From an optimization exercise on the open Yosys and OpenROAD flow, aimed at small area; shortcuts taken in it are not production practice. RTL that was checked went through simulation tests only; none was proved equivalent to the original. No functional check of the RTL was part of run 2. Power is estimated from default activity; no workload was simulated.

===== flow/config.mk =====
export PLATFORM = sky130hd
export DESIGN_NAME = qos_queue
export DESIGN_NICKNAME = qos_queue
export VERILOG_FILES = /design/flow/design.v
export SDC_FILE = /design/flow/constraint.sdc
export NUM_CORES = 4
export LEC_CHECK = 0
export ABC_AREA = 1
export CAP_MARGIN = 20
export CORE_MARGIN = 2
export CORE_UTILIZATION = 60
export CTS_CLUSTER_DIAMETER = 70
export CTS_CLUSTER_SIZE = 25
export SLEW_MARGIN = 20

===== flow/constraint.sdc =====
create_clock -name core_clock -period 12.0 [get_ports {clk}]
set_input_delay 2.4000 -clock core_clock [delete_from_list [all_inputs] [get_ports {clk}]]
set_output_delay 2.4000 -clock core_clock [all_outputs]
set_load 0.01 [all_outputs]

===== flow/design.v =====
module switch(
	input clk,
	input rst,
	input start,
	input in_0,
	input in_1,
	output reg wr,              
	output reg [3:0] p,         
	output [3:0] p_out          
);
	reg run;                    
	reg [1:0] cnt;              
	reg r, done;
	reg [1:0] c;
	reg [3:0] q;
	always @(posedge clk) begin
		r = run | ~start;
		c = start ? cnt : 2'd0;
		q = start ? p : 4'd0;
		done = 1'b0;
		if (r) begin
			if (in_0) begin
				if (c == 2'd3) done = 1'b1;
				c = c + 2'd1;
			end
			if (in_1 && !done) begin
				q[c] = 1'b1;
				if (c == 2'd3) done = 1'b1;
				c = c + 2'd1;
			end
		end
		cnt <= c;
		if (rst) begin
			run <= 1'b0;
			wr <= 1'b0;
			p <= 4'd0;
		end else begin
			run <= r & ~done;
			wr <= done;
			p <= q;
		end
	end
	assign p_out = run ? 4'd0 : p;
endmodule
module buffer(
	input clk,
	input rst,
	input [3:0] p_in,
	input read,
	input write,
	output reg [23:0] memory,
	output reg [2:0] fullness,
	output reg [15:0] time_total,
	output reg [9:0] input_count,
	output reg [7:0] drop_count
);
	reg [13:0] age [0:5];
	wire rd = read & (fullness != 3'd0);
	wire drop = write & ~rd & (fullness == 3'd6);
	wire sh = rd | drop;
	wire [2:0] f1 = fullness - {2'd0, rd};
	wire [2:0] f2 = f1 + {2'd0, write & ~drop};
	integer j, k;
	reg [13:0] x;
	reg [14:0] cc;
	reg [5:0] wrap;
	reg vld;
	reg [13:0] n [0:5];
	always @(*) begin
		for (j = 0; j < 6; j = j + 1) begin
			if (rst) x = 14'd0;
			else if (sh) x = (j < 5) ? age[(j + 1) % 6] : 14'd0;
			else x = age[j];
			vld = ~rst & (j < f2);
			cc[0] = vld;
			for (k = 0; k < 14; k = k + 1) begin
				n[j][k] = x[k] ^ cc[k];
				cc[k + 1] = x[k] & cc[k];
			end
			wrap[j] = cc[14];
		end
	end
	wire s1 = wrap[0] ^ wrap[1] ^ wrap[2];
	wire k1 = (wrap[0] & wrap[1]) | (wrap[0] & wrap[2]) | (wrap[1] & wrap[2]);
	wire s2 = wrap[3] ^ wrap[4] ^ wrap[5];
	wire k2 = (wrap[3] & wrap[4]) | (wrap[3] & wrap[5]) | (wrap[4] & wrap[5]);
	wire [1:0] wc = {k1 ^ k2 ^ (s1 & s2), s1 ^ s2};
	wire [15:0] v = ~{wc, sh ? age[0] : 14'd0};
	wire [15:0] f2x = {13'd0, f2};
	reg [15:0] ps, pc;
	reg [16:0] tc;
	reg [15:0] tn;
	always @(*) begin
		for (k = 0; k < 16; k = k + 1) begin
			ps[k] = time_total[k] ^ v[k] ^ f2x[k];
			pc[k] = (time_total[k] & v[k]) | (time_total[k] & f2x[k]) | (v[k] & f2x[k]);
		end
		tc[0] = 1'b1;
		for (k = 0; k < 16; k = k + 1) begin
			if (k == 0) begin
				tn[k] = ps[k] ^ tc[k];
				tc[k + 1] = ps[k] & tc[k];
			end else begin
				tn[k] = ps[k] ^ pc[k - 1] ^ tc[k];
				tc[k + 1] = (ps[k] & pc[k - 1]) | (ps[k] & tc[k]) | (pc[k - 1] & tc[k]);
			end
		end
	end
	reg [10:0] ic;
	reg [8:0] dc;
	reg [9:0] icn;
	reg [7:0] dcn;
	always @(*) begin
		ic[0] = write;
		for (k = 0; k < 10; k = k + 1) begin
			icn[k] = input_count[k] ^ ic[k];
			ic[k + 1] = input_count[k] & ic[k];
		end
		dc[0] = drop;
		for (k = 0; k < 8; k = k + 1) begin
			dcn[k] = drop_count[k] ^ dc[k];
			dc[k + 1] = drop_count[k] & dc[k];
		end
	end
	reg [3:0] m;
	reg [23:0] mn;
	always @(*) begin
		for (j = 0; j < 6; j = j + 1) begin
			if (sh) m = (j < 5) ? memory[4 * ((j + 1) % 6) +: 4] : 4'd0;
			else m = memory[4 * j +: 4];
			if (write && (j == 5 ? (f1 >= 3'd5) : (f1 == j))) m = p_in;
			mn[4 * j +: 4] = m;
		end
	end
	always @(posedge clk) begin
		for (j = 0; j < 6; j = j + 1) age[j] <= n[j];
		if (rst) begin
			memory <= 24'd0;
			fullness <= 3'd0;
			time_total <= 16'd0;
			input_count <= 10'd0;
			drop_count <= 8'd0;
		end else begin
			memory <= mn;
			fullness <= f2;
			time_total <= tn;
			input_count <= icn;
			drop_count <= dcn;
		end
	end
endmodule
module rca #(parameter W = 8) (
	input [W-1:0] a,
	input [W-1:0] b,
	input ci,
	output [W-1:0] s
);
	wire [W:0] cy;
	assign cy[0] = ci;
	genvar i;
	generate
		for (i = 0; i < W; i = i + 1) begin : g
			assign s[i] = a[i] ^ b[i] ^ cy[i];
			assign cy[i + 1] = (a[i] & b[i]) | (a[i] & cy[i]) | (b[i] & cy[i]);
		end
	endgenerate
endmodule
module gt #(parameter W = 8) (
	input [W-1:0] a,
	input [W-1:0] b,
	output o
);
	wire [W:0] c;
	assign c[0] = 1'b0;
	genvar i;
	generate
		for (i = 0; i < W; i = i + 1) begin : g
			assign c[i + 1] = (a[i] & ~b[i]) | (c[i] & (a[i] | ~b[i]));
		end
	endgenerate
	assign o = c[W];
endmodule
module decision(
	input  clk,
	input  rst,
	input  read_clk,
	input [2:0] fullness_1,
	input [2:0] fullness_2,
	input [2:0] fullness_3,
	input [2:0] fullness_4,
	input [15:0] total_time_1,
	input [15:0] total_time_2,
	input [15:0] total_time_3,
	input [15:0] total_time_4,
	output reg read_1,
	output reg read_2,
	output reg read_3,
	output reg read_4
);
	function [15:0] sq;
		input [2:0] f;
		input [11:0] w;
		case (f)
			3'd0: sq = 16'd0;
			3'd1: sq = w;
			3'd2: sq = w * 4;
			3'd3: sq = w * 9;
			3'd4: sq = w * 16;
			3'd5: sq = w * 25;
			3'd6: sq = w * 36;
			default: sq = w * 49;
		endcase
	endfunction
	wire [15:0] k0 = sq(fullness_1, 12'd15);
	wire [15:0] k1 = sq(fullness_2, 12'd425);
	wire [15:0] k2 = sq(fullness_3, 12'd759);
	wire [15:0] k3 = sq(fullness_4, 12'd1000);
	wire [18:0] h0, g0;
	rca #(19) a0a({total_time_1, 3'd0}, ~{3'd0, total_time_1}, 1'b1, g0);
	rca #(19) a0b(g0, {12'd0, k0[9:3]}, 1'b0, h0);
	wire [21:0] p0 = {h0, k0[2:0]};
	wire [18:0] h1, g1;
	rca #(19) a1a({1'b0, total_time_2, 2'd0}, {3'd0, total_time_2}, 1'b0, g1);
	rca #(19) a1b(g1, {8'd0, k1[13:3]}, 1'b0, h1);
	wire [21:0] p1 = {h1, k1[2:0]};
	wire [20:0] g2a, g2, p2;
	rca #(21) a2a({4'd0, total_time_3, 1'b0}, {5'd0, total_time_3}, 1'b0, g2a);
	rca #(21) a2b({1'b0, total_time_3, 4'd0}, g2a, 1'b0, g2);
	rca #(21) a2c(g2, {6'd0, k2[14:0]}, 1'b0, p2);
	wire [17:0] g3, p3;
	rca #(18) a3a({1'b0, total_time_4, 1'b0}, {2'd0, total_time_4}, 1'b0, g3);
	rca #(18) a3b(g3, {2'd0, k3}, 1'b0, p3);
	wire c01, c23, cf;
	gt #(22) g01(p1, p0, c01);
	gt #(21) g23({3'd0, p3}, p2, c23);
	wire [21:0] m01 = c01 ? p1 : p0;
	wire [20:0] m23 = c23 ? {3'd0, p3} : p2;
	gt #(22) gf({1'b0, m23}, m01, cf);
	wire go = read_clk & ~rst;
	always @(posedge clk) begin
		read_1 <= go & ~cf & ~c01;
		read_2 <= go & ~cf & c01;
		read_3 <= go & cf & ~c23;
		read_4 <= go & cf & c23;
	end
endmodule
module qos_queue(
	input clk,
	input rst,                  
	input start,                
	input in_0,                 
	input in_1,                 
	input read_tick,            
	output [3:0]  p_in,         
	output [3:0]  read,         
	output [11:0] fullness,     
	output [95:0] memory,       
	output [31:0] drop_count,   
	output [39:0] input_count   
);
	wire wr;
	wire [3:0] pk;
	wire [15:0] total_times[3:0];
	switch switch1(clk, rst, start, in_0, in_1, wr, pk, p_in);
	genvar b;
	generate
		for (b = 0; b < 4; b = b + 1) begin : g_buf
			buffer buffer_i(clk, rst, pk, read[b], wr & (pk[3:2] == b),
				memory[24*b +: 24], fullness[3*b +: 3], total_times[b],
				input_count[10*b +: 10], drop_count[8*b +: 8]);
		end
	endgenerate
	decision decision1(clk, rst, read_tick, fullness[2:0], fullness[5:3], fullness[8:6], fullness[11:9],
		total_times[0], total_times[1], total_times[2], total_times[3], read[0], read[1], read[2], read[3]);
endmodule

===== flow/flow/run.sh =====
#!/bin/bash
# Layout flow: the standard ORFS flow (standard.sh) with
#  - synthesis by flow/synth.tcl (area-oriented logic mapping, same registers),
#  - port buffers of the smallest buffer cell instead of clkdlybuf4s50_1.
# The make output goes to flow.log; ORFS keeps each step's log under orfs/logs.
set -euo pipefail
W=$PWD
bash standard.sh \
  "SYNTH_SCRIPT=$W/flow/synth.tcl" \
  "BUFFER_PORTS_ARGS=-buffer_cell sky130_fd_sc_hd__buf_1" \
  finish > "$W/flow.log" 2>&1

===== flow/flow/area.abc =====
strash
dch
map -a
topo

===== flow/flow/synth.tcl =====
# The standard synthesis (synth_recipe.tcl), with two changes to the
# logic mapping only: Yosys's synth runs without its internal abc pass, so
# extract_fa sees the ripple adders as the RTL writes them, and the final
# ABC mapping uses flow/area.abc, an area-only mapping without buffering or
# upsizing (placement repairs slew, capacitance and timing). Registers and
# their names are the same as in the standard synthesis.
set flow_dir [file dirname [file normalize [info script]]]
proc synth {args} { yosys synth -nofsm -noshare -noabc {*}$args }
proc abc {args} {
  set i [lsearch -exact $args -script]
  if { $i >= 0 } { lset args [expr { $i + 1 }] $::flow_dir/area.abc }
  yosys abc {*}$args
}
source $::env(SCRIPTS_DIR)/synth.tcl
# left out here: clear keep_hierarchy, flatten, clean up, hide names made inside functions, write 1_2_yosys.v

===== flow/standard.sh =====
#!/bin/bash
# synth_recipe.tcl (not shown) runs the flow's synth.tcl, then flattens the netlist and writes it again
# the make line also repeats each setting of config.mk as NAME=value (left out here)
make -C /OpenROAD-flow-scripts/flow DESIGN_CONFIG=/design/flow/config.mk WORK_HOME=/design/flow/orfs CLKGATE_MAP_FILE= SYNTH_SCRIPT=/design/flow/synth_recipe.tcl "${@:-finish}"

==> key figures, run 1 <==
Detailed routing
  • DR vias/cell: 5.35
  • Final routed wire length divided by cell count: 15.2 um
  • Count of TritonRoute iterations in the first routing pass: 7
  • Vias after detailed routing: ~24000
  • Drc violations: 0
  • Number of routed nets with antenna violations: 0
  • Number of DRC markers after the initial detailed-route iteration: around 1300
  • Total Routed Length: 66900 um

Yosys
  • Leading cell types by total area after synthesis: sky130_fd_sc_hd__dfxtp_1 38%, sky130_fd_sc_hd__ha_1 20%, sky130_fd_sc_hd__fa_1 12%
  • Most frequently used cell type in the post-synthesis netlist: sky130_fd_sc_hd__nor2_1
  • Synthesized cell area: 31500 um2
  • Largest area contributor in the netlist: sky130_fd_sc_hd__dfxtp_1
  • Post-synthesis cell type count: 33
  • Post-synthesis async set-or-reset flop share: 0
  • Post-Syn Nets: about 4200
  • Yosys warnings: 6
  • Proportion of synthesized chip area in sequential cells: 0.376
  • Most used DFF post-synth: sky130_fd_sc_hd__dfxtp_1
  • Number of flops mapped to enable cells by yosys: 0
  • Ranking of synthesized cells by instance count: 722 x sky130_fd_sc_hd__nor2_1, 592 x sky130_fd_sc_hd__dfxtp_1, 511 x sky130_fd_sc_hd__ha_1
  • Top cell type's share of synthesized area: 0.376
  • Synthesized instance count: 3451
  • Seq cells post-synth: 592
  • Synthesized area divided by synthesized cell count: 9.13 um2

Worst setup path
  • Critical path origin: g_buf[2].buffer_i.time_total[0]
  • FF-to-FF Start: g_buf[2].buffer_i.time_total[0]
  • Depth of the worst register-to-register path: 49
  • Kind of cell adding the most delay to the critical path: adder cells
  • Reg-to-reg critical path endpoint: decision1.read_2
  • Path type of the worst setup path: flip-flop to flip-flop
  • Critical Path Sink: decision1.read_2
  • Type of element launching the critical path: flip-flop
  • Cell at the slowest stage of the critical path: sky130_fd_sc_hd__fa_1
  • Sort of element at the end of the critical path: flip-flop
  • Crit-path max cell delay: 0.56 ns
  • Largest fanout on the critical path: 6
  • Buffering stage count on the worst path with inverters included: 4
  • Most frequent cell on the critical path: sky130_fd_sc_hd__fa_2
  • Cell depth of the worst setup path: 49
  • Register-to-register path setup slack: ~0.64 ns
  • Data required time of the critical path: 12.51 ns
  • Data arrival at the endpoint of the critical path: 11.87 ns

Clocking
  • Number of levels in the clock H-tree: 2
  • Max clock buf depth: 3
  • Buffer type at the clock tree root: sky130_fd_sc_hd__clkbuf_16
  • Number of buffers added by the clock tree synthesis step: 36
  • Worst-skew pair later-pin latency: 0.58 ns
  • CTS sink count: 592
  • TritonCTS clock tree: yes
  • Clock transition time at the flip-flop clock pins of the worst setup and hold paths: ~0.09 ns

Die
  • Die footprint: 54300 um2
  • Starting utilization of the core area: 0.610
  • Die X: 233 um
  • I/O pins: a little under 200
  • Count of standard-cell rows: 83
  • Die height: ~230 um
  • Core area: slightly above 50000 um2

Pwr
  • Clock power frac: 0.211
  • Leakage: roughly 16 nW
  • Highest ir drop seen on vdd: 0.000167 V
  • Sequential power share: 0.342
  • Power per cell area: 186 nW/um2
  • Combinational share of power: 0.447
  • P_int: 3.97 mW
  • Switching power share of the total: 0.383
  • Switching power: roughly 2.5 mW

Timing
  • Minimum period implied by the final worst setup slack: 11.36 ns
  • Total setup violations reported at the end of the flow: 0
  • Remaining max-slew budget at the tightest pin: 0.230
  • Number of hold-slack violations in the final timing report: 0
  • Setup slack after layout: 0.640 ns
  • Fmax: 88.0 MHz
  • Final Max Tran Viols: 0
  • Crit share post-route: 0.947
  • Unrepaired setup endpoints after global routing: no
  • Clock skew: approximately 0.02 ns
  • Slew at the pin with the worst max-slew slack: 1.15 ns

Finish
  • Area growth from synthesis to layout: 10.0%
  • Non-Filler Instances: 4410
  • Share of layout cells above drive strength 1: 0.0421
  • Net count of the finished layout: 4410

Place
  • Number of buffers inserted by port buffering: 193
  • Routability-driven placement congestion ratio: 0.892
  • Inst Count DP: 4342
  • Detail Placement HPWL: 50800 um
  • Worst slack at placement: -0.115 ns

Global routing
  • Antenna violations before repair: 1
  • Vias in the first global route: 23000
  • Total congestion overflow: 0
  • Largest net degree at the start of global routing: 96
  • Wire length of the first global-routing pass: 113000 um
  • Gr usage total: 0.253

Outcome
  • Run status: complete, no violations

Min path
  • Worst hold-check path type: flip-flop to flip-flop
  • Startpoint of the tightest hold check path: g_buf[3].buffer_i.memory[2]

Job
  • Count of max-cap constraint violations: 0
[metrics by stage]
| step | power [mW] | hold slack, ns | setup TNS (ns) | area (um2) | utilization |
|---|---|---|---|---|---|
| CTS | 6.41 | 0.470 | 0 | 34500 | 0.669 |
| finish | 6.43 | 0.467 | 0 | 34700 | 0.671 |
| floorplan | 4.39 | 0.461 | 0 | 31500 | - |
| global route | 7.03 | 0.485 | 0 | 34700 | 0.671 |
| detailed placement | 5.01 | 0.457 | -0.299 | 33300 | 0.645 |
| global placement | 4.92 | 0.448 | 0 | 33300 | 0.645 |
[area by class of cell]
cell class / instances / area, um2
clock buffer: 43 / 968
sequential: 592 / 11900
fill: 4327 / 17000
multi-input combinational: 2426 / 18200
clock inverter: 18 / 234
tap: 680 / 851
inverter: 423 / 1600
antenna: 1 / 2.50
timing repair buffer: 227 / 981
[power groups by stage]
stage                     sequential, mW  clock [mW]  combinational [mW]
after floorplan                     2.21           0                2.18
after global placement              2.25           0                2.67
after detailed placement            2.25           0                2.76
after CTS                           2.20        1.39                2.81
after global routing                2.22        1.46                3.35
final                               2.20        1.35                2.88
[worst min-delay path, delay by kind of cell (launching register included)]
kind	cells	cell delay, ns
DFF	1	0.32
AOI/OAI and AO/OA	1	0.05
and+or+nand+nor	1	0.06
[timing repair]
item                       4_1_cts  5_1_grt
setup endpoints to repair        4        4
gates resized for setup          6       32
pin swaps                        6       24
hold buffers                     0        0
buffers inserted                 1        4
[sequential cells by signal (all words and copies together) (netlist names), 2 cells and up]
signal                      flops
g_buf.buffer_i.age            336
g_buf.buffer_i.time_total      64
g_buf.buffer_i.fullness        12
g_buf.buffer_i.drop_count      32
g_buf.buffer_i.memory          96
switch1.cnt                     2
g_buf.buffer_i.input_count     40
switch1.p                       4
[how the worst min path moves through the flow]
stage | end | cells after the start
after floorplan | switch1.p[3] | 2
after global placement | g_buf[1].buffer_i.memory[23] | 2
after CTS | g_buf[3].buffer_i.memory[2] | 2
after global routing | g_buf[1].buffer_i.memory[23] | 2
final | g_buf[3].buffer_i.memory[2] | 2
after detailed placement | g_buf[0].buffer_i.memory[2] | 2
[cells in the final DEF (no fill, tap or decap), drive strengths merged, types with 3 or more instances in the layout]
cell type,n
a211oi,3
a21oi,219
a221oi,8
a22oi,38
a31oi,14
buf,225
clkbuf,45
clkinv,429
dfxtp,592
fa,187
ha,511
inv,10
maj3,5
nand2,207
nand3,75
nor2,722
nor3,22
nor4,10
o21a,8
o21ai,337
o221ai,4
o22ai,19
or2,4
xnor2,18
xor2,6
[cell families (layout without fill, tap and decap cells)]
| logic type | after synthesis | after routing | share of synthesized area |
|---|---|---|---|
| other | 0 | 1 | 0 |
| buffers and inverters | 433 | 711 | 0.0521 |
| adders and majority gates | 703 | 703 | 0.323 |
| and+or+nand+nor | 1041 | 1041 | 0.129 |
| xor gates and xnor gates | 24 | 24 | 0.00667 |
| DFF | 592 | 592 | 0.376 |
| AOI/OAI and AO/OA | 658 | 658 | 0.112 |
[per-layer routing]
layer / up-vias / track usage / wire [um]
li1: 12000 / - / -
met1: 11100 / 0.344 / 31000
met2: 380 / 0.425 / 31600
met3: 91 / 0.0369 / 2910
met4: 0 / 0.0595 / 1460
met5: - / 0 / 0
==> run 2: changes to the inputs <==
--- a/flow/design.v
+++ b/flow/design.v
@@ -62,2 +62,5 @@
 	wire [2:0] f2 = f1 + {2'd0, write & ~drop};
+	wire nr = ~rst;
+	wire s_sh = sh & nr;           
+	wire s_hold = ~sh & nr;        
 	integer j, k;
@@ -66,3 +69,2 @@
 	reg [5:0] wrap;
-	reg vld;
 	reg [13:0] n [0:5];
@@ -70,7 +72,5 @@
 		for (j = 0; j < 6; j = j + 1) begin
-			if (rst) x = 14'd0;
-			else if (sh) x = (j < 5) ? age[(j + 1) % 6] : 14'd0;
-			else x = age[j];
-			vld = ~rst & (j < f2);
-			cc[0] = vld;
+			if (j < 5) x = (age[(j + 1) % 6] & {14{s_sh}}) | (age[j] & {14{s_hold}});
+			else x = age[j] & {14{s_hold}};
+			cc[0] = nr & (j < f2);
 			for (k = 0; k < 14; k = k + 1) begin
@@ -87,4 +87,5 @@
 	wire [1:0] wc = {k1 ^ k2 ^ (s1 & s2), s1 ^ s2};
-	wire [15:0] v = ~{wc, sh ? age[0] : 14'd0};
-	wire [15:0] f2x = {13'd0, f2};
+	wire [15:0] tt = time_total & {16{nr}};
+	wire [15:0] v = ~({wc, age[0] & {14{sh}}} & {16{nr}});
+	wire [2:0] fz = f2 & {3{nr}};
 	reg [15:0] ps, pc;
@@ -94,4 +95,9 @@
 		for (k = 0; k < 16; k = k + 1) begin
-			ps[k] = time_total[k] ^ v[k] ^ f2x[k];
-			pc[k] = (time_total[k] & v[k]) | (time_total[k] & f2x[k]) | (v[k] & f2x[k]);
+			if (k < 3) begin
+				ps[k] = tt[k] ^ v[k] ^ fz[k];
+				pc[k] = (tt[k] & v[k]) | (tt[k] & fz[k]) | (v[k] & fz[k]);
+			end else begin
+				ps[k] = tt[k] ^ v[k];
+				pc[k] = tt[k] & v[k];
+			end
 		end
@@ -108,2 +114,4 @@
 	end
+	wire [9:0] icq = input_count & {10{nr}};
+	wire [7:0] dcq = drop_count & {8{nr}};
 	reg [10:0] ic;
@@ -113,14 +121,14 @@
 	always @(*) begin
-		ic[0] = write;
+		ic[0] = write & nr;
 		for (k = 0; k < 10; k = k + 1) begin
-			icn[k] = input_count[k] ^ ic[k];
-			ic[k + 1] = input_count[k] & ic[k];
-		end
-		dc[0] = drop;
+			icn[k] = icq[k] ^ ic[k];
+			ic[k + 1] = icq[k] & ic[k];
+		end
+		dc[0] = drop & nr;
 		for (k = 0; k < 8; k = k + 1) begin
-			dcn[k] = drop_count[k] ^ dc[k];
-			dc[k + 1] = drop_count[k] & dc[k];
-		end
-	end
-	reg [3:0] m;
+			dcn[k] = dcq[k] ^ dc[k];
+			dc[k + 1] = dcq[k] & dc[k];
+		end
+	end
+	reg [5:0] wsel;
 	reg [23:0] mn;
@@ -128,6 +136,8 @@
 		for (j = 0; j < 6; j = j + 1) begin
-			if (sh) m = (j < 5) ? memory[4 * ((j + 1) % 6) +: 4] : 4'd0;
-			else m = memory[4 * j +: 4];
-			if (write && (j == 5 ? (f1 >= 3'd5) : (f1 == j))) m = p_in;
-			mn[4 * j +: 4] = m;
+			wsel[j] = write & nr & (j == 5 ? (f1 >= 3'd5) : (f1 == j));
+			if (j < 5)
+				mn[4 * j +: 4] = (memory[4 * ((j + 1) % 6) +: 4] & {4{s_sh & ~wsel[j]}}) |
+					(memory[4 * j +: 4] & {4{s_hold & ~wsel[j]}}) | (p_in & {4{wsel[j]}});
+			else
+				mn[4 * j +: 4] = (memory[4 * j +: 4] & {4{s_hold & ~wsel[j]}}) | (p_in & {4{wsel[j]}});
 		end
@@ -136,15 +146,7 @@
 		for (j = 0; j < 6; j = j + 1) age[j] <= n[j];
-		if (rst) begin
-			memory <= 24'd0;
-			fullness <= 3'd0;
-			time_total <= 16'd0;
-			input_count <= 10'd0;
-			drop_count <= 8'd0;
-		end else begin
-			memory <= mn;
-			fullness <= f2;
-			time_total <= tn;
-			input_count <= icn;
-			drop_count <= dcn;
-		end
+		memory <= mn;
+		fullness <= f2 & {3{nr}};
+		time_total <= tn;
+		input_count <= icn;
+		drop_count <= dcn;
 	end
@@ -232,8 +234,10 @@
 	rca #(18) a3b(g3, {2'd0, k3}, 1'b0, p3);
-	wire c01, c23, cf;
+	wire c01, c23, c02, c03, c12, c13;
 	gt #(22) g01(p1, p0, c01);
 	gt #(21) g23({3'd0, p3}, p2, c23);
-	wire [21:0] m01 = c01 ? p1 : p0;
-	wire [20:0] m23 = c23 ? {3'd0, p3} : p2;
-	gt #(22) gf({1'b0, m23}, m01, cf);
+	gt #(22) g02({1'b0, p2}, p0, c02);
+	gt #(22) g03({4'd0, p3}, p0, c03);
+	gt #(22) g12({1'b0, p2}, p1, c12);
+	gt #(22) g13({4'd0, p3}, p1, c13);
+	wire cf = c23 ? (c01 ? c13 : c03) : (c01 ? c12 : c02);
 	wire go = read_clk & ~rst;
==> flow/flow/area.abc (replaced) <==
strash
dch
amap
strash
dch
amap
topo
==> run 2 against run 1 <==
Still clean; sequential power about the same; sequential share of layout area up 0.53 points; synthesized cell count down 9.0%; final area down 1.6%; final cell count down 7.3%; first-iteration DRC count down 17%; critical endpoint unchanged; largest cell class unchanged.
==> key figures, run 2 <==
Clocking
  • Worst-skew pair later-pin latency: 0.58 ns
  • Number of levels in the clock H-tree: 2
  • CTS sink count: roughly 600
  • # hold bufs at CTS: 0
  • Buffer type at the clock tree root: sky130_fd_sc_hd__clkbuf_16
  • Post-CTS setup buffer count: 0
  • Number of buffers added by the clock tree synthesis step: 35
  • TritonCTS clock tree: yes
  • Clock transition time at the flip-flop clock pins of the worst setup and hold paths: 0.09 ns
  • Max clock buf depth: 3
  • CTS-repair resized insts: 0

Min path
  • Startpoint of the tightest hold check path: g_buf[0].buffer_i.memory[22]
  • Hold path cells: 2
  • Worst Hold Endpoint: g_buf[0].buffer_i.memory[22]
  • Worst hold-check path type: flip-flop to flip-flop

Timing
  • Slew at the pin with the worst max-slew slack: 1.07 ns
  • Crit share post-route: 0.873
  • Clock skew: 0.0198 ns
  • Fmax: 95.4 MHz
  • Minimum period implied by the final worst setup slack: 10.48 ns
  • Final-layout setup total negative slack: 0 ns
  • WHS: roughly 0.44 ns
  • Unrepaired setup endpoints after global routing: no
  • Remaining max-slew budget at the tightest pin: 0.287
  • Total setup violations reported at the end of the flow: 0
  • Number of hold-slack violations in the final timing report: 0
  • Final Max Tran Viols: 0

Pwr
  • Switching power share of the total: 0.402
  • Clock power frac: 0.187
  • Combinational share of power: 0.513
  • P_int: 4.39 mW
  • Power per cell area: approximately 220 nW/um2
  • Switching power: 2.95 mW
  • Highest ir drop seen on vdd: 0.000222 V
  • Leakage: ~15 nW
  • Sequential power share: 0.301

Worst setup path
  • Depth of the worst register-to-register path: 34
  • Data arrival at the endpoint of the critical path: about 11 ns
  • FF-to-FF Start: g_buf[2].buffer_i.time_total[1]
  • Sort of element at the end of the critical path: flip-flop
  • Most frequent cell on the critical path: sky130_fd_sc_hd__fa_1
  • Register-to-register path setup slack: between 1.5 and 2 ns
  • Data required time of the critical path: 12.43 ns
  • Largest fanout on the critical path: 4
  • Type of element launching the critical path: flip-flop
  • Crit-path max cell delay: 0.59 ns
  • Reg-to-reg critical path endpoint: decision1.read_2
  • Path type of the worst setup path: flip-flop to flip-flop
  • Cell at the slowest stage of the critical path: sky130_fd_sc_hd__fa_1

Yosys
  • Top cell type's share of synthesized area: 0.380
  • Synthesized instance count: 3141
  • Synthesized area divided by synthesized cell count: 9.93 um2
  • Proportion of synthesized chip area in sequential cells: 0.380
  • Synthesized cell area: 31200 um2
  • Ranking of synthesized cells by instance count: 629 x sky130_fd_sc_hd__clkinv_1, 592 x sky130_fd_sc_hd__dfxtp_1, 511 x sky130_fd_sc_hd__ha_1
  • Post-Syn Nets: between 3000 and 4000
  • Most frequently used cell type in the post-synthesis netlist: sky130_fd_sc_hd__clkinv_1
  • Most used DFF post-synth: sky130_fd_sc_hd__dfxtp_1
  • Post-synthesis cell type count: 36
  • Seq cells post-synth: between 500 and 600
  • Number of flops mapped to enable cells by yosys: 0
  • Largest area contributor in the netlist: sky130_fd_sc_hd__dfxtp_1
  • Leading cell types by total area after synthesis: sky130_fd_sc_hd__dfxtp_1 38%, sky130_fd_sc_hd__ha_1 20%, sky130_fd_sc_hd__fa_1 12%
  • Yosys warnings: 6
  • Post-synthesis async set-or-reset flop share: 0

Job
  • Count of max-cap constraint violations: 0

Die
  • Die X: about 230 um
  • Count of standard-cell rows: 83
  • Starting utilization of the core area: 0.607
  • Die height: ~230 um
  • I/O pins: 194
  • Die footprint: between 50000 and 60000 um2
  • Core area: 51400 um2

Detailed routing
  • Final routed wire length divided by cell count: 15.9 um
  • Vias after detailed routing: 22100
  • Total Routed Length: between 60000 and 70000 um
  • Count of TritonRoute iterations in the first routing pass: 5
  • Number of DRC markers after the initial detailed-route iteration: 1045
  • Number of routed nets with antenna violations: 0
  • Drc violations: 0
  • DR vias/cell: 5.40

Global routing
  • Gr usage total: 0.247
  • Total congestion overflow: 0
  • Wire length of the first global-routing pass: 108000 um
  • Antenna violations before repair: 2
  • Largest net degree at the start of global routing: 95
  • Vias in the first global route: 22100

Finish
  • Largest Register: g_buf.buffer_i.age
  • Largest registers: g_buf.buffer_i.age (336), g_buf.buffer_i.memory (96), g_buf.buffer_i.time_total (64)
  • Net count of the finished layout: 4087
  • Share of layout cells above drive strength 1: 0.0244
  • Area growth from synthesis to layout: 9.34%
  • Most common cell after layout, fill and taps aside: sky130_fd_sc_hd__clkinv_1
  • Most used cells in the layout excluding fill and tap cells: 629 x sky130_fd_sc_hd__clkinv_1, 592 x sky130_fd_sc_hd__dfxtp_1, 511 x sky130_fd_sc_hd__ha_1, 315 x sky130_fd_sc_hd__o22ai_1, 247 x sky130_fd_sc_hd__nor2_1
  • Number of flip-flops in the largest register: about 340

Outcome
  • Run status: complete, no violations

Place
  • Detail Placement HPWL: 50100 um
  • Routability-driven placement congestion ratio: 0.875
  • Number of buffers inserted by port buffering: 193
run 2: worst max-delay path by stage:
stage / startpoint / end / cells after the start
floorplan: rst / g_buf[0].buffer_i.time_total[15] / 20
global placement: rst / g_buf[2].buffer_i.time_total[15] / 21
detailed placement: rst / g_buf[0].buffer_i.time_total[15] / 21
CTS: g_buf[2].buffer_i.time_total[1] / decision1.read_2 / 34
global route: g_buf[2].buffer_i.time_total[1] / decision1.read_2 / 34
finish: g_buf[2].buffer_i.time_total[1] / decision1.read_2 / 34
run 2: area by class of cell:
| class | count | area [um2] |
|---|---|---|
| antenna | 1 | 2.50 |
| clock buffer | 41 | 951 |
| clock inverter | 18 | 270 |
| fill | 4313 | 17300 |
| inverter | 629 | 2360 |
| multi-input combinational | 1914 | 17000 |
| sequential | 592 | 11900 |
| tap | 680 | 851 |
| timing repair buffer | 211 | 863 |
run 2: power groups by stage:
| stage | Sequential (mW) | Combinational [mW] | Clock (mW) |
|---|---|---|---|
| floorplan | 2.22 | 2.93 | 0 |
| global placement | 2.26 | 3.67 | 0 |
| detailed placement | 2.26 | 3.74 | 0 |
| CTS | 2.21 | 3.78 | 1.41 |
| global route | 2.23 | 4.37 | 1.48 |
| finish | 2.21 | 3.77 | 1.37 |
run 2: cells by family after synthesis:
kind of cell,Yosys count,synth area share
and+or+nand+nor,567,0.0878
adders and majority gates,698,0.325
buffers and inverters,635,0.0769
xor gates and xnor gates,9,0.00253
AOI/OAI and AO/OA,640,0.128
DFF,592,0.380
run 2: stage by stage:
stage | cells | total power [mW] | setup WS (ns) | cell area [um2] | utilization
2_1_floorplan | 3141 | 5.15 | 0.104 | 31200 | -
3_3_place_gp | 4026 | 5.92 | 1.05 | 32900 | 0.640
3_5_place_dp | 4026 | 5.99 | 0.893 | 32900 | 0.640
4_1_cts | 4085 | 7.40 | 1.47 | 34100 | 0.664
5_1_grt | 4086 | 8.08 | 0.921 | 34100 | 0.664
6_report | 4086 | 7.34 | 1.52 | 34100 | 0.664
run 2: metal layers:
layer / global-route usage / share of wire / vias to the layer above
met2: 0.426 / 0.48 / 341
li1: - / - / 11200
met4: 0.0595 / 0.019 / 0
met1: 0.331 / 0.47 / 10400
met5: 0 / 0 / -
met3: 0.0285 / 0.036 / 69
run 2: critical path, delay by kind of cell (launching register included):
family / cells / cell delay [ns]
fa+ha+maj: 21 / 8.92
buf+inv: 1 / 0.11
simple gates: 9 / 0.66
flops: 1 / 0.38
compound gates: 3 / 0.27
==> run 3: changes to the inputs <==
--- a/flow/design.v
+++ b/flow/design.v
@@ -56,3 +56,8 @@
 );
-	reg [13:0] age [0:5];
+	reg [13:0] nage [0:5];         
+	wire [13:0] age [0:5];
+	genvar g;
+	generate for (g = 0; g < 6; g = g + 1) begin : g_age
+		assign age[g] = ~nage[g];
+	end endgenerate
 	wire rd = read & (fullness != 3'd0);
@@ -145,3 +150,3 @@
 	always @(posedge clk) begin
-		for (j = 0; j < 6; j = j + 1) age[j] <= n[j];
+		for (j = 0; j < 6; j = j + 1) nage[j] <= ~n[j];
 		memory <= mn;
==> flow/flow/area.abc (replaced) <==
strash
dch -f
amap
topo
==> flow/flow/synth.tcl (replaced) <==
# The standard synthesis (synth_recipe.tcl), with three changes to the
# logic mapping only: Yosys's synth runs without its internal abc pass, so
# extract_fa sees the ripple adders as the RTL writes them; extract_fa only
# extracts full adders (half adders are left to ABC, which can then merge
# the inversions of the inverted age registers into the increment logic);
# and the final ABC mapping uses flow/area.abc, an area-only mapping without
# buffering or upsizing (placement repairs slew, capacitance and timing).
# Registers and their names are the same as in the standard synthesis.
set flow_dir [file dirname [file normalize [info script]]]
proc synth {args} { yosys synth -nofsm -noshare -noabc {*}$args }
proc abc {args} {
  set i [lsearch -exact $args -script]
  if { $i >= 0 } { lset args [expr { $i + 1 }] $::flow_dir/area.abc }
  yosys abc {*}$args
}
proc extract_fa {args} { yosys extract_fa -fa }
source $::env(SCRIPTS_DIR)/synth.tcl
# left out here: clear keep_hierarchy, flatten, clean up, hide names made inside functions, write 1_2_yosys.v
==> run 3 against run 2 <==
Largest power group unchanged; synthesized area shrank 7.7%; global-route usage rose by 1.5 points; sequential power barely moved; still clean; sequential share of layout area is 2.7 points higher; die area is 7.5% lower; largest cell class unchanged; combinational power is 15% lower; count of clock-buffer cells in the layout down 2; worst setup slack worse by 0.074 ns; first-iteration DRC count up 59%; clock power barely moved; power fell by 7.8%.
==> key figures, run 3 <==
Finish
  • Fillers: 4090
  • Most used cells in the layout excluding fill and tap cells: 603 x sky130_fd_sc_hd__clkinv_1, 592 x sky130_fd_sc_hd__dfxtp_1, 435 x sky130_fd_sc_hd__o21ai_0, 420 x sky130_fd_sc_hd__nand2_1, 366 x sky130_fd_sc_hd__nor2_1
  • Net count of the finished layout: 3993
  • Share of layout cells above drive strength 1: 0.0220
  • Final Core Density: 0.665
  • Number of flip-flops in the largest register: 336
  • Non-Filler Instances: approximately 4400
  • Largest registers: g_buf.buffer_i.nage (336), g_buf.buffer_i.memory (96), g_buf.buffer_i.time_total (64)
  • Area growth from synthesis to layout: 9.82%
  • Largest Register: g_buf.buffer_i.nage
  • Most common cell after layout, fill and taps aside: sky130_fd_sc_hd__clkinv_1

Global routing
  • Gr usage total: 0.261
  • Antenna violations before repair: 0
  • Wire length of the first global-routing pass: 109000 um
  • Largest net degree at the start of global routing: between 80 and 90
  • Vias in the first global route: 23200
  • Total congestion overflow: 0

Timing
  • Total setup violations reported at the end of the flow: 0
  • Crit share post-route: 0.879
  • Slew at the pin with the worst max-slew slack: about 1.1 ns
  • Clock skew: 0.0241 ns
  • Unrepaired setup endpoints after global routing: no
  • Fmax: around 95 MHz
  • Minimum period implied by the final worst setup slack: between 10 and 15 ns
  • Remaining max-slew budget at the tightest pin: 0.272
  • Number of hold-slack violations in the final timing report: 0
  • Final Max Tran Viols: 0

Clocking
  • CTS sink count: 592
  • Number of levels in the clock H-tree: 2
  • CTS-repair resized insts: 0
  • Buffer type at the clock tree root: sky130_fd_sc_hd__clkbuf_16
  • Post-CTS setup buffer count: 0
  • Clock transition time at the flip-flop clock pins of the worst setup and hold paths: 0.09 ns
  • # hold bufs at CTS: 0
  • TritonCTS clock tree: yes
  • Number of buffers added by the clock tree synthesis step: 36
  • Max clock buf depth: 3
  • Worst-skew pair later-pin latency: 0.60 ns

Worst setup path
  • Reg-to-reg critical path endpoint: decision1.read_3
  • Register-to-register path setup slack: 1.45 ns
  • Most frequent cell on the critical path: sky130_fd_sc_hd__fa_1
  • Cell at the slowest stage of the critical path: sky130_fd_sc_hd__fa_1
  • Depth of the worst register-to-register path: 36
  • Critical Path Sink: decision1.read_3
  • Sort of element at the end of the critical path: flip-flop
  • Data arrival at the endpoint of the critical path: roughly 11 ns
  • Path type of the worst setup path: flip-flop to flip-flop
  • FF-to-FF Start: g_buf[2].buffer_i.time_total[1]
  • Largest fanout on the critical path: 4
  • Critical path origin: g_buf[2].buffer_i.time_total[1]
  • Crit-path max cell delay: roughly 0.47 ns
  • Data required time of the critical path: 12.51 ns
  • Type of element launching the critical path: flip-flop

Pwr
  • Combinational share of power: 0.474
  • Switching power: between 2 and 3 mW
  • Power per cell area: 214 nW/um2
  • Leakage: 10.8 nW
  • Highest ir drop seen on vdd: 0.000284 V
  • Clock power frac: 0.202
  • Sequential power share: 0.324
  • P_int: a little over 4 mW
  • Switching power share of the total: 0.404

Place
  • Number of buffers inserted by port buffering: 193
  • Routability-driven placement congestion ratio: 0.900
  • Inst Count DP: 4377
  • Detail Placement HPWL: 48300 um

Yosys
  • Most frequently used cell type in the post-synthesis netlist: sky130_fd_sc_hd__clkinv_1
  • Leading cell types by total area after synthesis: sky130_fd_sc_hd__dfxtp_1 41%, sky130_fd_sc_hd__fa_1 13%, sky130_fd_sc_hd__clkinv_1 7.9%
  • Most used DFF post-synth: sky130_fd_sc_hd__dfxtp_1
  • Top cell type's share of synthesized area: 0.411
  • Post-synthesis cell type count: 39
  • Synthesized instance count: around 3600
  • Synthesized area divided by synthesized cell count: 8.09 um2
  • Post-Syn Nets: 3753
  • Synthesized cell area: ~29000 um2
  • Proportion of synthesized chip area in sequential cells: 0.411
  • Number of flops mapped to enable cells by yosys: 0
  • Yosys warnings: 6
  • Ranking of synthesized cells by instance count: 604 x sky130_fd_sc_hd__clkinv_1, 592 x sky130_fd_sc_hd__dfxtp_1, 435 x sky130_fd_sc_hd__o21ai_0
  • Largest area contributor in the netlist: sky130_fd_sc_hd__dfxtp_1
  • Post-synthesis async set-or-reset flop share: 0
  • Seq cells post-synth: 592

Die
  • Count of standard-cell rows: 80
  • Starting utilization of the core area: 0.606
  • Die footprint: 49800 um2
  • Core area: 47500 um2
  • I/O pins: between 150 and 200
  • Die height: 223 um
  • Die X: between 200 and 250 um

Detailed routing
  • Vias after detailed routing: 24500
  • Number of DRC markers after the initial detailed-route iteration: between 1500 and 2000
  • Number of routed nets with antenna violations: 0
  • Total Routed Length: about 64000 um
  • Count of TritonRoute iterations in the first routing pass: 5
  • Drc violations: 0
  • Final routed wire length divided by cell count: between 10 and 15 um
  • DR vias/cell: 5.51

Min path
  • Worst hold-check path type: flip-flop to flip-flop

Outcome
  • Run status: complete, no violations

Job
  • Count of max-cap constraint violations: 0
run 3: final cells by class:
type	count	area, um2	share of cell area
flip-flops and latches	592	11900	0.375
well taps	615	769	0.0243
repair buffers	207	833	0.0263
diodes	1	2.50	0.0000791
inverters	604	2270	0.0717
clock buffers	39	953	0.0301
clock inverters	21	280	0.00886
multi-input cells	2359	14700	0.464
run 3: how the worst min path moves through the flow:
stage	start	end	cells after the start
floorplan	switch1.cnt[0]	switch1.cnt[0]	2
global placement	g_buf[0].buffer_i.memory[23]	g_buf[0].buffer_i.memory[23]	2
detailed placement	g_buf[0].buffer_i.memory[23]	g_buf[0].buffer_i.memory[23]	2
CTS	g_buf[0].buffer_i.memory[23]	g_buf[0].buffer_i.memory[23]	2
global route	g_buf[2].buffer_i.input_count[9]	g_buf[2].buffer_i.input_count[9]	1
finish	g_buf[0].buffer_i.memory[23]	g_buf[0].buffer_i.memory[23]	2
run 3: stage by stage:
stage / hold slack, ns / power, mW / area, um2 / worst slack, ns / TNS (ns)
after floorplan: 0.451 / 4.72 / 28800 / -0.484 / -3.35
after global placement: 0.427 / 5.32 / 30400 / 1.17 / 0
after detailed placement: 0.427 / 5.43 / 30400 / 1.09 / 0
after CTS: 0.441 / 6.82 / 31600 / 1.42 / 0
after global routing: 0.468 / 7.38 / 31600 / 0.884 / 0
final: 0.438 / 6.77 / 31600 / 1.45 / 0
run 3: cell families after synthesis:
kind of cell	share of synthesized area
AOI/OAI and AO/OA	0.242
and+or+nand+nor	0.137
buffers and inverters	0.0799
DFF	0.411
adders and majority gates	0.130
run 3: per-layer routing:
metal	vias to the layer above	GRT usage	wire [um]
met5	-	0	0
met3	74	0.0266	2570
li1	12700	-	-
met1	11200	0.369	30300
met2	451	0.431	30100
met4	0	0.0710	1250
run 3: power by group through the flow:
stage	Combinational, mW	Sequential, mW	Clock, mW
floorplan	2.52	2.21	0
global placement	3.08	2.24	0
detailed placement	3.19	2.24	0
CTS	3.21	2.20	1.41
global route	3.69	2.21	1.48
finish	3.21	2.19	1.37
run 3: critical path: cells and delay by family (launching register included):
family          cells  cell delay [ns]
fa+ha+maj          17             7.60
compound gates      7             1.18
simple gates       10             1.08
flops               1             0.37
buf+inv             2             0.23
==> run 4: changes to the inputs <==
==> flow/flow/run.sh (replaced) <==
#!/bin/bash
# Layout flow: the standard ORFS flow (standard.sh) with
#  - synthesis by flow/synth.tcl (area-oriented logic mapping, same registers),
#  - port buffers of the smallest buffer cell instead of clkdlybuf4s50_1,
#  - clock tree synthesis with sink clusters of at most 25 sinks and 70 um
#    and without dummy loads.
# The make output goes to flow.log; ORFS keeps each step's log under orfs/logs.
set -euo pipefail
W=$PWD
bash standard.sh \
  "SYNTH_SCRIPT=$W/flow/synth.tcl" \
  "BUFFER_PORTS_ARGS=-buffer_cell sky130_fd_sc_hd__buf_1" \
  "CTS_ARGS=-sink_clustering_enable -repair_clock_nets -sink_clustering_size 25 -sink_clustering_max_diameter 70 -dont_use_dummy_load" \
  finish > "$W/flow.log" 2>&1
--- a/flow/config.mk
+++ b/flow/config.mk
@@ -11,4 +11,2 @@
 export CORE_UTILIZATION = 60
-export CTS_CLUSTER_DIAMETER = 70
-export CTS_CLUSTER_SIZE = 25
 export SLEW_MARGIN = 20
==> run 4 against run 3 <==
Synthesized area stayed put; sequential cell count stayed put; non-clock buffer count stayed put; critical path type unchanged; highest routed layer unchanged.
==> key figures, run 4 <==
Die
  • Core area: 47500 um2
  • I/O pins: between 150 and 200
  • Count of standard-cell rows: 80
  • Die height: between 200 and 250 um
  • Die footprint: 49800 um2
  • Starting utilization of the core area: 0.606
  • Die X: approximately 220 um

Detailed routing
  • Drc violations: 0
  • Number of DRC markers after the initial detailed-route iteration: 1585
  • Number of routed nets with antenna violations: 0
  • Final routed wire length divided by cell count: 14.5 um
  • Vias after detailed routing: 24400
  • Count of TritonRoute iterations in the first routing pass: 5
  • Total Routed Length: 63800 um
  • DR vias/cell: 5.52

Yosys
  • Top cell type's share of synthesized area: 0.411
  • Number of flops mapped to enable cells by yosys: 0
  • Synthesized cell area: 28800 um2
  • Ranking of synthesized cells by instance count: 604 x sky130_fd_sc_hd__clkinv_1, 592 x sky130_fd_sc_hd__dfxtp_1, 435 x sky130_fd_sc_hd__o21ai_0
  • Largest area contributor in the netlist: sky130_fd_sc_hd__dfxtp_1
  • Synthesized instance count: 3560
  • Post-synthesis cell type count: 39
  • Synthesized area divided by synthesized cell count: 8.09 um2
  • Most frequently used cell type in the post-synthesis netlist: sky130_fd_sc_hd__clkinv_1
  • Proportion of synthesized chip area in sequential cells: 0.411
  • Post-synthesis async set-or-reset flop share: 0
  • Leading cell types by total area after synthesis: sky130_fd_sc_hd__dfxtp_1 41%, sky130_fd_sc_hd__fa_1 13%, sky130_fd_sc_hd__clkinv_1 7.9%
  • Yosys warnings: 6
  • Most used DFF post-synth: sky130_fd_sc_hd__dfxtp_1
  • Post-Syn Nets: between 3000 and 4000
  • Seq cells post-synth: 592

Timing
  • Crit share post-route: 0.878
  • Minimum period implied by the final worst setup slack: around 11 ns
  • Final-layout setup total negative slack: 0 ns
  • Unrepaired setup endpoints after global routing: no
  • Total setup violations reported at the end of the flow: 0
  • Clock skew: 0.0552 ns
  • Number of hold-slack violations in the final timing report: 0
  • Fmax: about 95 MHz
  • WHS: 0.436 ns
  • Setup slack after layout: 1.47 ns
  • Final Max Tran Viols: 0
  • Remaining max-slew budget at the tightest pin: 0.269
  • Slew at the pin with the worst max-slew slack: 1.09 ns

Global routing
  • Wire length of the first global-routing pass: between 100000 and 150000 um
  • Antenna violations before repair: 0
  • Largest net degree at the start of global routing: 86
  • Vias in the first global route: 23100
  • Total congestion overflow: 0
  • Gr usage total: 0.260

Clocking
  • CTS sink count: 592
  • Number of buffers added by the clock tree synthesis step: 36
  • Worst-skew pair later-pin latency: 0.59 ns
  • CTS-repair resized insts: 0
  • TritonCTS clock tree: yes
  • Buffer type at the clock tree root: sky130_fd_sc_hd__clkbuf_16
  • Max clock buf depth: 3
  • Clock transition time at the flip-flop clock pins of the worst setup and hold paths: 0.08 ns
  • # hold bufs at CTS: 0
  • Number of levels in the clock H-tree: 2
  • Post-CTS setup buffer count: 0

Place
  • Detail Placement HPWL: a little under 50000 um
  • Routability-driven placement congestion ratio: around 0.9
  • Worst slack at placement: roughly 1.1 ns
  • Instance area after placement: around 30000 um2
  • Number of buffers inserted by port buffering: around 190
  • Inst Count DP: 4377

Worst setup path
  • Critical path origin: g_buf[2].buffer_i.time_total[1]
  • Type of element launching the critical path: flip-flop
  • Data required time of the critical path: 12.47 ns
  • Reg-to-reg critical path endpoint: decision1.read_3
  • Sort of element at the end of the critical path: flip-flop
  • Data arrival at the endpoint of the critical path: 11.00 ns
  • Most frequent cell on the critical path: sky130_fd_sc_hd__fa_1
  • FF-to-FF Start: g_buf[2].buffer_i.time_total[1]
  • Critical Path Sink: decision1.read_3
  • Path type of the worst setup path: flip-flop to flip-flop
  • Depth of the worst register-to-register path: 36
  • Register-to-register path setup slack: ~1.5 ns
  • Crit-path max cell delay: around 0.47 ns
  • Largest fanout on the critical path: 4
  • Cell at the slowest stage of the critical path: sky130_fd_sc_hd__fa_1

Finish
  • Post-route design area: 31300 um2
  • Share of layout cells above drive strength 1: 0.0158
  • Most common cell after layout, fill and taps aside: sky130_fd_sc_hd__clkinv_1
  • Number of flip-flops in the largest register: 336
  • Area growth from synthesis to layout: 8.66%
  • Net count of the finished layout: 3993
  • Final Core Density: 0.658
  • Largest registers: g_buf.buffer_i.nage (336), g_buf.buffer_i.memory (96), g_buf.buffer_i.time_total (64)
  • Largest Register: g_buf.buffer_i.nage
  • Non-Filler Instances: 4413
  • Inserted Diodes: 0
  • Most used cells in the layout excluding fill and tap cells: 603 x sky130_fd_sc_hd__clkinv_1, 592 x sky130_fd_sc_hd__dfxtp_1, 435 x sky130_fd_sc_hd__o21ai_0, 420 x sky130_fd_sc_hd__nand2_1, 366 x sky130_fd_sc_hd__nor2_1

Outcome
  • Run status: complete, no violations

Pwr
  • Total design power: 6.56 mW
  • Leakage: around 11 nW
  • Power per cell area: 210 nW/um2
  • Highest ir drop seen on vdd: 0.000284 V

Min path
  • Worst hold-check path type: flip-flop to flip-flop

Job
  • Count of max-cap constraint violations: 0
## run 4: cell counts after synthesis
No cell type changed its count.
## run 4: routing by layer
layer	wire length [um]	vias up	track usage
met1	30200	11100	0.368
met3	2590	73	0.0316
met4	1060	0	0.0580
met5	0	-	0
li1	-	12700	-
met2	30000	447	0.429
## run 4: area by class of cell
cell class              instances  area (um2)
clock buffers                  36         901
flip-flops and latches        592       11900
well taps                     615         769
multi-input cells            2359       14700
repair buffers                207         833
inverters                     604        2270
fillers                      4127       16200
## run 4: worst min-delay path by stage
stage | start | to | slack, ns | depth (start not counted)
after floorplan | switch1.cnt[0] | switch1.cnt[0] | 0.45 | 2
after global placement | g_buf[0].buffer_i.memory[23] | g_buf[0].buffer_i.memory[23] | 0.43 | 2
after detailed placement | g_buf[0].buffer_i.memory[23] | g_buf[0].buffer_i.memory[23] | 0.43 | 2
after CTS | g_buf[0].buffer_i.memory[23] | g_buf[0].buffer_i.memory[23] | 0.44 | 2
after global routing | g_buf[2].buffer_i.input_count[9] | g_buf[2].buffer_i.input_count[9] | 0.47 | 1
final | g_buf[0].buffer_i.memory[23] | g_buf[0].buffer_i.memory[23] | 0.44 | 2
## run 4: cells by family (layout without fill, tap and decap cells)
family / Yosys count / after routing / synth area share
flip-flops: 592 / 592 / 0.411
buffers and inverters: 609 / 847 / 0.0799
adder cells (fa/ha/maj): 187 / 187 / 0.130
AO/OA/AOI/OAI: 1204 / 1204 / 0.242
AND/OR/NAND/NOR: 968 / 968 / 0.137
## run 4: critical path: cells and delay by family, from the launching register on
kind            cells  cell delay, ns
fa+ha+maj          17            7.60
flops               1            0.36
buf+inv             2            0.23
compound gates      7            1.17
simple gates       10            1.07
## run 4: power by group
part	switching, mW	total, mW	internal [mW]
Clock	0.627	1.16	0.535
Combinational	1.87	3.21	1.34
Sequential	0.130	2.19	2.06
Total	2.63	6.56	3.94
==> run 5: changes to the inputs <==
--- a/flow/config.mk
+++ b/flow/config.mk
@@ -10,3 +10,3 @@
 export CORE_MARGIN = 2
-export CORE_UTILIZATION = 60
+export CORE_UTILIZATION = 80
 export SLEW_MARGIN = 20
==> run 5 against run 4 <==
Routed wire length increased by 12%; worst setup slack got worse by 0.20 ns; die area down 25%; synthesized cell count unchanged; largest power group unchanged; sequential power about the same; first-iteration DRC count grew 15%; register-to-register slack worse by 0.20 ns; critical path depth did not move; power increased by 1.3%; combinational power is 6% higher; largest cell class unchanged; sequential cell count is the same.
==> key figures, run 5 <==
Finish
  • Share of layout cells above drive strength 1: 0.0148
  • Largest Register: g_buf.buffer_i.nage
  • Most used cells in the layout excluding fill and tap cells: 603 x sky130_fd_sc_hd__clkinv_1, 592 x sky130_fd_sc_hd__dfxtp_1, 435 x sky130_fd_sc_hd__o21ai_0, 420 x sky130_fd_sc_hd__nand2_1, 366 x sky130_fd_sc_hd__nor2_1
  • Register Area: 11900 um2
  • Area growth from synthesis to layout: 7.58%
  • Largest registers: g_buf.buffer_i.nage (336), g_buf.buffer_i.memory (96), g_buf.buffer_i.time_total (64)
  • Final Core Density: 0.873
  • Inserted Diodes: 0
  • Fillers: 1890
  • Most common cell after layout, fill and taps aside: sky130_fd_sc_hd__clkinv_1
  • Number of flip-flops in the largest register: 336
  • Non-Filler Instances: 4254
  • Net count of the finished layout: 3988
  • Multi-input combinational cell area: 14700 um2
  • Post-route design area: 31000 um2

Clocking
  • CTS-repair resized insts: 0
  • # hold bufs at CTS: 0
  • CTS sink count: 592
  • TritonCTS clock tree: yes
  • Max clock buf depth: 3
  • Post-CTS setup buffer count: 0
  • Clock transition time at the flip-flop clock pins of the worst setup and hold paths: about 0.090 ns
  • Number of levels in the clock H-tree: 1
  • Buffer type at the clock tree root: sky130_fd_sc_hd__clkbuf_16
  • Number of buffers added by the clock tree synthesis step: 31
  • Worst-skew pair later-pin latency: 0.62 ns

Die
  • I/O pins: 194
  • Count of standard-cell rows: ~70
  • Die height: 194 um
  • Starting utilization of the core area: 0.812
  • Core area: 35500 um2
  • Die X: approximately 190 um
  • Die footprint: 37500 um2

Yosys
  • Area share of xor/xnor cells in the synthesized design: 0
  • Adder-Cell Fraction of Synth Area: 0.130
  • Most frequently used cell type in the post-synthesis netlist: sky130_fd_sc_hd__clkinv_1
  • Share of the synthesized area in compound gates (AO/OA/AOI/OAI): 0.242
  • Yosys warnings: 6
  • Post-Syn Nets: 3753
  • Ranking of synthesized cells by instance count: 604 x sky130_fd_sc_hd__clkinv_1, 592 x sky130_fd_sc_hd__dfxtp_1, 435 x sky130_fd_sc_hd__o21ai_0
  • Number of flops mapped to enable cells by yosys: 0
  • Leading cell types by total area after synthesis: sky130_fd_sc_hd__dfxtp_1 41%, sky130_fd_sc_hd__fa_1 13%, sky130_fd_sc_hd__clkinv_1 7.9%
  • Synthesized-area fraction occupied by and/or/nand/nor cells: 0.137
  • Post-synthesis async set-or-reset flop share: 0
  • Top cell type's share of synthesized area: 0.411
  • Dominant combinational cell family by area after synthesis: compound AO/OA/AOI/OAI gates
  • Largest area contributor in the netlist: sky130_fd_sc_hd__dfxtp_1
  • Post-synthesis cell type count: 39
  • Synthesized cell area: 28800 um2
  • Synthesized instance count: 3560
  • Synthesized area divided by synthesized cell count: 8.09 um2
  • Multiplexer area fraction after synthesis: 0
  • Most used DFF post-synth: sky130_fd_sc_hd__dfxtp_1
  • Seq cells post-synth: ~590
  • Proportion of synthesized chip area in sequential cells: 0.411

Global routing
  • Gr usage total: 0.375
  • Largest net degree at the start of global routing: 86
  • Wire length of the first global-routing pass: 120000 um
  • Antenna violations before repair: 0
  • Vias in the first global route: 26100
  • Total congestion overflow: 0

Place
  • Worst slack at placement: 0.809 ns
  • Instance area after placement: 30200 um2
  • Detail Placement HPWL: approximately 50000 um
  • Number of buffers inserted by port buffering: around 190
  • Routability-driven placement congestion ratio: slightly above 0.9
  • Inst Count DP: 4223

Detailed routing
  • Vias after detailed routing: 26500
  • Drc violations: 0
  • Number of DRC markers after the initial detailed-route iteration: approximately 1800
  • Total Routed Length: 71500 um
  • Count of TritonRoute iterations in the first routing pass: 5
  • DR vias/cell: 6.22
  • Final routed wire length divided by cell count: 16.8 um
  • Number of routed nets with antenna violations: 0

Worst setup path
  • Path type of the worst setup path: flip-flop to flip-flop
  • Register-to-register path setup slack: 1.26 ns
  • Largest fanout on the critical path: 4
  • Data required time of the critical path: about 13 ns
  • Critical Path Sink: decision1.read_3
  • Most frequent cell on the critical path: sky130_fd_sc_hd__fa_1
  • Depth of the worst register-to-register path: 36
  • Reg-to-reg critical path endpoint: decision1.read_3
  • FF-to-FF Start: g_buf[2].buffer_i.time_total[1]
  • Crit-path max cell delay: 0.49 ns
  • Data arrival at the endpoint of the critical path: 11.26 ns
  • Critical path origin: g_buf[2].buffer_i.time_total[1]
  • Sort of element at the end of the critical path: flip-flop
  • Cell at the slowest stage of the critical path: sky130_fd_sc_hd__fa_1
  • Type of element launching the critical path: flip-flop

Pwr
  • Total design power: 6.65 mW
  • Highest ir drop seen on vdd: between 0.0003 and 0.0004 V
  • Leakage: roughly 11 nW
  • Power per cell area: 215 nW/um2

Timing
  • Unrepaired setup endpoints after global routing: no
  • WHS: 0.446 ns
  • Total setup violations reported at the end of the flow: 0
  • Fmax: 93.1 MHz
  • Minimum period implied by the final worst setup slack: approximately 11 ns
  • Final Max Tran Viols: 0
  • Slew at the pin with the worst max-slew slack: 0.996 ns
  • Crit share post-route: 0.895
  • Number of hold-slack violations in the final timing report: 0
  • Remaining max-slew budget at the tightest pin: 0.332
  • Setup slack after layout: 1.26 ns
  • Clock skew: 0.0484 ns
  • Final-layout setup total negative slack: 0 ns

Min path
  • Worst hold-check path type: flip-flop to flip-flop

Outcome
  • Run status: complete, no violations

Job
  • Count of max-cap constraint violations: 0
[run 5: kinds of logic (layout without fill, tap and decap cells)]
| group | Yosys count | after routing |
|---|---|---|
| AO/OA/AOI/OAI | 1204 | 1204 |
| AND/OR/NAND/NOR | 968 | 968 |
| buffers and inverters | 609 | 842 |
| flip-flops | 592 | 592 |
| adder cells (fa/ha/maj) | 187 | 187 |
[run 5: per-layer routing]
layer | part of all wire | global-route usage | vias to the layer above
met5 | 0 | 0 | -
met4 | 0.036 | 0.150 | 0
met3 | 0.067 | 0.0398 | 219
met2 | 0.50 | 0.667 | 1154
met1 | 0.40 | 0.470 | 12400
li1 | - | - | 12700
[run 5: report_power, final]
part	total [mW]	switching (mW)	internal, mW
clock	1.07	0.612	0.457
combinational	3.39	2.02	1.37
sequential	2.19	0.126	2.06
[run 5: layout make-up]
cell class | instances | share of cell area
Clock buffer | 31 | 0.0250
Inverter | 604 | 0.0732
Timing Repair Buffer | 207 | 0.0269
Tap cell | 461 | 0.0186
Multi-Input combinational cell | 2359 | 0.474
Sequential cell | 592 | 0.382
[run 5: worst max-delay path, delay by kind of cell (launching register included)]
kind | cells | cell delay, ns
adders and majority gates | 17 | 7.72
AOI/OAI and AO/OA | 7 | 1.19
and+or+nand+nor | 10 | 1.09
buffers and inverters | 2 | 0.24
DFF | 1 | 0.37
[run 5: worst min-delay path by stage]
| stage | cells past startpoint | slack [ns] | startpoint | endpoint |
|---|---|---|---|---|
| 3_3_place_gp | 2 | 0.42 | g_buf[0].buffer_i.memory[22] | g_buf[0].buffer_i.memory[22] |
| 3_5_place_dp | 2 | 0.43 | g_buf[0].buffer_i.memory[22] | g_buf[0].buffer_i.memory[22] |
| 2_1_floorplan | 2 | 0.45 | switch1.cnt[0] | switch1.cnt[0] |
| 4_1_cts | 2 | 0.45 | g_buf[0].buffer_i.memory[22] | g_buf[0].buffer_i.memory[22] |
| 6_report | 2 | 0.45 | g_buf[0].buffer_i.memory[22] | g_buf[0].buffer_i.memory[22] |
| 5_1_grt | 2 | 0.47 | g_buf[2].buffer_i.memory[22] | g_buf[2].buffer_i.memory[22] |
==> run 6: changes to the inputs <==
--- a/flow/config.mk
+++ b/flow/config.mk
@@ -10,3 +10,4 @@
 export CORE_MARGIN = 2
-export CORE_UTILIZATION = 80
+export CORE_UTILIZATION = 70
+export GPL_TIMING_DRIVEN = 0
 export SLEW_MARGIN = 20
==> run 6 against run 5 <==
Still clean on timing, DRC and antenna; sequential cell count unchanged; critical path depth shrank 12; worst setup slack got worse by 0.54 ns; critical path type is now input port to flip-flop; final cell count rose by 1.8%; combinational power down 3%; largest cell class unchanged.
==> key figures, run 6 <==
Outcome
  • Run status: complete, no violations

Pwr
  • Total design power: 6.60 mW
  • Clock power frac: 0.170
  • Switching power: around 2.7 mW
  • Highest ir drop seen on vdd: between 0.0002 and 0.0003 V
  • Power per cell area: 210 nW/um2
  • P_int: 3.93 mW
  • Sequential power share: 0.331
  • Leakage: approximately 11 nW

Detailed routing
  • Total Routed Length: around 64000 um
  • Vias after detailed routing: 25100
  • Number of DRC markers after the initial detailed-route iteration: 1679
  • Count of TritonRoute iterations in the first routing pass: 6
  • Final routed wire length divided by cell count: 14.9 um
  • DR vias/cell: 5.80
  • Number of routed nets with antenna violations: 0

Place
  • Instance area after placement: 30500 um2
  • Inst Count DP: 4296
  • Routability-driven placement congestion ratio: 0.904
  • Detail Placement HPWL: 48200 um
  • Number of buffers inserted by port buffering: 193

Timing
  • Unrepaired setup endpoints after global routing: no
  • Fmax: 88.6 MHz
  • Total setup violations reported at the end of the flow: 0
  • Minimum period implied by the final worst setup slack: 11.28 ns
  • Remaining max-slew budget at the tightest pin: 0.331
  • Number of hold-slack violations in the final timing report: 0
  • Crit share post-route: 0.940
  • Clock skew: 0.0467 ns

Clocking
  • TritonCTS clock tree: yes
  • Buffer type at the clock tree root: sky130_fd_sc_hd__clkbuf_16
  • Clock transition time at the flip-flop clock pins of the worst setup and hold paths: 0.09 ns
  • # hold bufs at CTS: 0
  • Worst-skew pair later-pin latency: 0.56 ns
  • CTS-repair resized insts: 0
  • CTS sink count: 592
  • Number of levels in the clock H-tree: 2

Global routing
  • Gr usage total: 0.301
  • Total congestion overflow: 0
  • Wire length of the first global-routing pass: 108000 um
  • Vias in the first global route: approximately 24000
  • Largest net degree at the start of global routing: 96

Worst setup path
  • Sort of element at the end of the critical path: flip-flop
  • Register-to-register path setup slack: 0.94 ns
  • FF-to-FF Start: g_buf[1].buffer_i.fullness[0]
  • Type of element launching the critical path: input port
  • Critical path origin: rst
  • Reg-to-reg critical path endpoint: g_buf[1].buffer_i.time_total[15]
  • Depth of the worst register-to-register path: 26
  • Path type of the worst setup path: input port to flip-flop

Yosys
  • Seq cells post-synth: slightly below 600
  • Synthesized area divided by synthesized cell count: around 8 um2
  • Largest area contributor in the netlist: sky130_fd_sc_hd__dfxtp_1
  • Leading cell types by total area after synthesis: sky130_fd_sc_hd__dfxtp_1 41%, sky130_fd_sc_hd__fa_1 13%, sky130_fd_sc_hd__clkinv_1 7.9%
  • Post-Syn Nets: 3753
  • Top cell type's share of synthesized area: 0.411

Finish
  • Inserted Diodes: 0
  • Share of layout cells above drive strength 1: 0.0158
  • Area growth from synthesis to layout: 8.89%
  • Post-route design area: 31400 um2
  • Largest Register: g_buf.buffer_i.nage
  • Final Core Density: 0.770
  • Number of flip-flops in the largest register: 336
  • Multi-input combinational cell area: roughly 15000 um2

Die
  • Die X: 207 um
  • Core area: 40700 um2
  • Die height: 207 um
  • Count of standard-cell rows: 74
  • I/O pins: 194
  • Starting utilization of the core area: 0.707

Min path
  • Worst hold-check path type: flip-flop to flip-flop
## run 6: layer usage
layer / part of all wire / vias up / GRT usage
li1: - / 12700 / -
met1: 0.44 / 11600 / 0.399
met2: 0.48 / 649 / 0.517
met3: 0.052 / 139 / 0.0359
met4: 0.026 / 0 / 0.0963
met5: 0 / - / 0
## run 6: power by group through the flow
stage / clock network (mW) / logic [mW] / registers (mW)
2_1_floorplan: 0 / 2.52 / 2.21
5_1_grt: 1.21 / 3.72 / 2.21
4_1_cts: 1.14 / 3.24 / 2.19
3_3_place_gp: 0 / 3.08 / 2.23
6_report: 1.12 / 3.29 / 2.19
3_5_place_dp: 0 / 3.21 / 2.23
## run 6: logic make-up after synthesis
kind of cell	after synthesis	share of synthesized area
flip-flops	592	0.411
AND/OR/NAND/NOR	968	0.137
AO/OA/AOI/OAI	1204	0.242
adder cells (fa/ha/maj)	187	0.130
buffers and inverters	609	0.0799
## run 6: critical path: stages
cell	delay [ns]
sky130_fd_sc_hd__buf_2	0.35
sky130_fd_sc_hd__clkinv_4	0.42
sky130_fd_sc_hd__buf_16	0.36
sky130_fd_sc_hd__nand2_4	0.39
sky130_fd_sc_hd__buf_12	0.27
sky130_fd_sc_hd__nor2_1	0.09
sky130_fd_sc_hd__fa_1	0.57
sky130_fd_sc_hd__clkinv_1	0.09
sky130_fd_sc_hd__fa_1	0.42
sky130_fd_sc_hd__fa_1	0.47
sky130_fd_sc_hd__fa_1	0.46
sky130_fd_sc_hd__fa_1	0.46
sky130_fd_sc_hd__fa_1	0.46
sky130_fd_sc_hd__fa_1	0.46
sky130_fd_sc_hd__fa_1	0.46
sky130_fd_sc_hd__fa_1	0.47
sky130_fd_sc_hd__fa_1	0.47
sky130_fd_sc_hd__fa_1	0.48
sky130_fd_sc_hd__fa_1	0.47
sky130_fd_sc_hd__fa_1	0.48
sky130_fd_sc_hd__fa_1	0.46
sky130_fd_sc_hd__fa_1	0.46
sky130_fd_sc_hd__nor2_1	0.16
sky130_fd_sc_hd__a21oi_1	0.06
## run 6: worst max-delay path by stage
stage                                                  end  slack, ns  cells past startpoint
final                     g_buf[0].buffer_i.time_total[15]       0.72                     24
after global routing      g_buf[0].buffer_i.time_total[15]       0.24                     24
after CTS                 g_buf[0].buffer_i.time_total[15]       0.72                     24
after detailed placement  g_buf[0].buffer_i.time_total[15]       0.17                     24
after global placement    g_buf[2].buffer_i.time_total[15]      -6.95                     22
after floorplan           g_buf[0].buffer_i.time_total[15]      -0.48                     21
## run 6: area by class of cell
cell class	count	share of cell area
flip-flops and latches	592	0.378
plain buffers	5	0.00108
clock buffers	34	0.0271
multi-input cells	2359	0.469
inverters	604	0.0724
well taps	532	0.0212
repair buffers	204	0.0309
## run 6: per-stage QoR
step                      TNS (ns)  hold slack [ns]  worst slack, ns
after floorplan              -3.35            0.451           -0.484
after global placement     -565.30            0.426            -6.95
after detailed placement         0            0.439            0.166
after CTS                        0            0.453            0.721
after global routing             0            0.475            0.239
final                            0            0.453            0.717

==> static timing again, ports no longer ideal <==
Ports are ideal in the flow. The routed layouts listed here were re-timed in OpenROAD.
Step 1 (the two cells are an assumption about what drives the block):
set clk [get_ports {clk}]
set_driving_cell -lib_cell sky130_fd_sc_hd__clkbuf_16 $clk
set_driving_cell -lib_cell sky130_fd_sc_hd__buf_2 [delete_from_list [all_inputs] $clk]
Step 2 also shifts input and output timing later by t, the mid clock arrival at the registers, as if the neighbouring blocks saw the same clock.
Three values: no drivers, after step 1, after step 2; two values: the first two.
run	t (ns)	slack for setup (ns)	worst setup path at the end	worst data-port slew with drivers (ns)
run 1	0.625	0.640 / 0.640 / 0.640	register to register	0.10
run 2	0.629	1.523 / 1.523 / 0.986	input to register	0.10
run 3	0.641	1.449 / 1.449 / 1.140	input to register	0.05
run 4	0.619	1.465 / 1.465 / 1.158	input to register	0.05
run 5	0.657	1.261 / 1.261 / 0.775	input to register	0.03
run 6	0.603	0.717 / 0.751 / 0.148	input to register	0.05
After both steps every run listed still meets setup and hold. For run 6, which loses most, drivers alone change the setup slack by +0.034 ns; drivers and shift together by -0.569 ns.
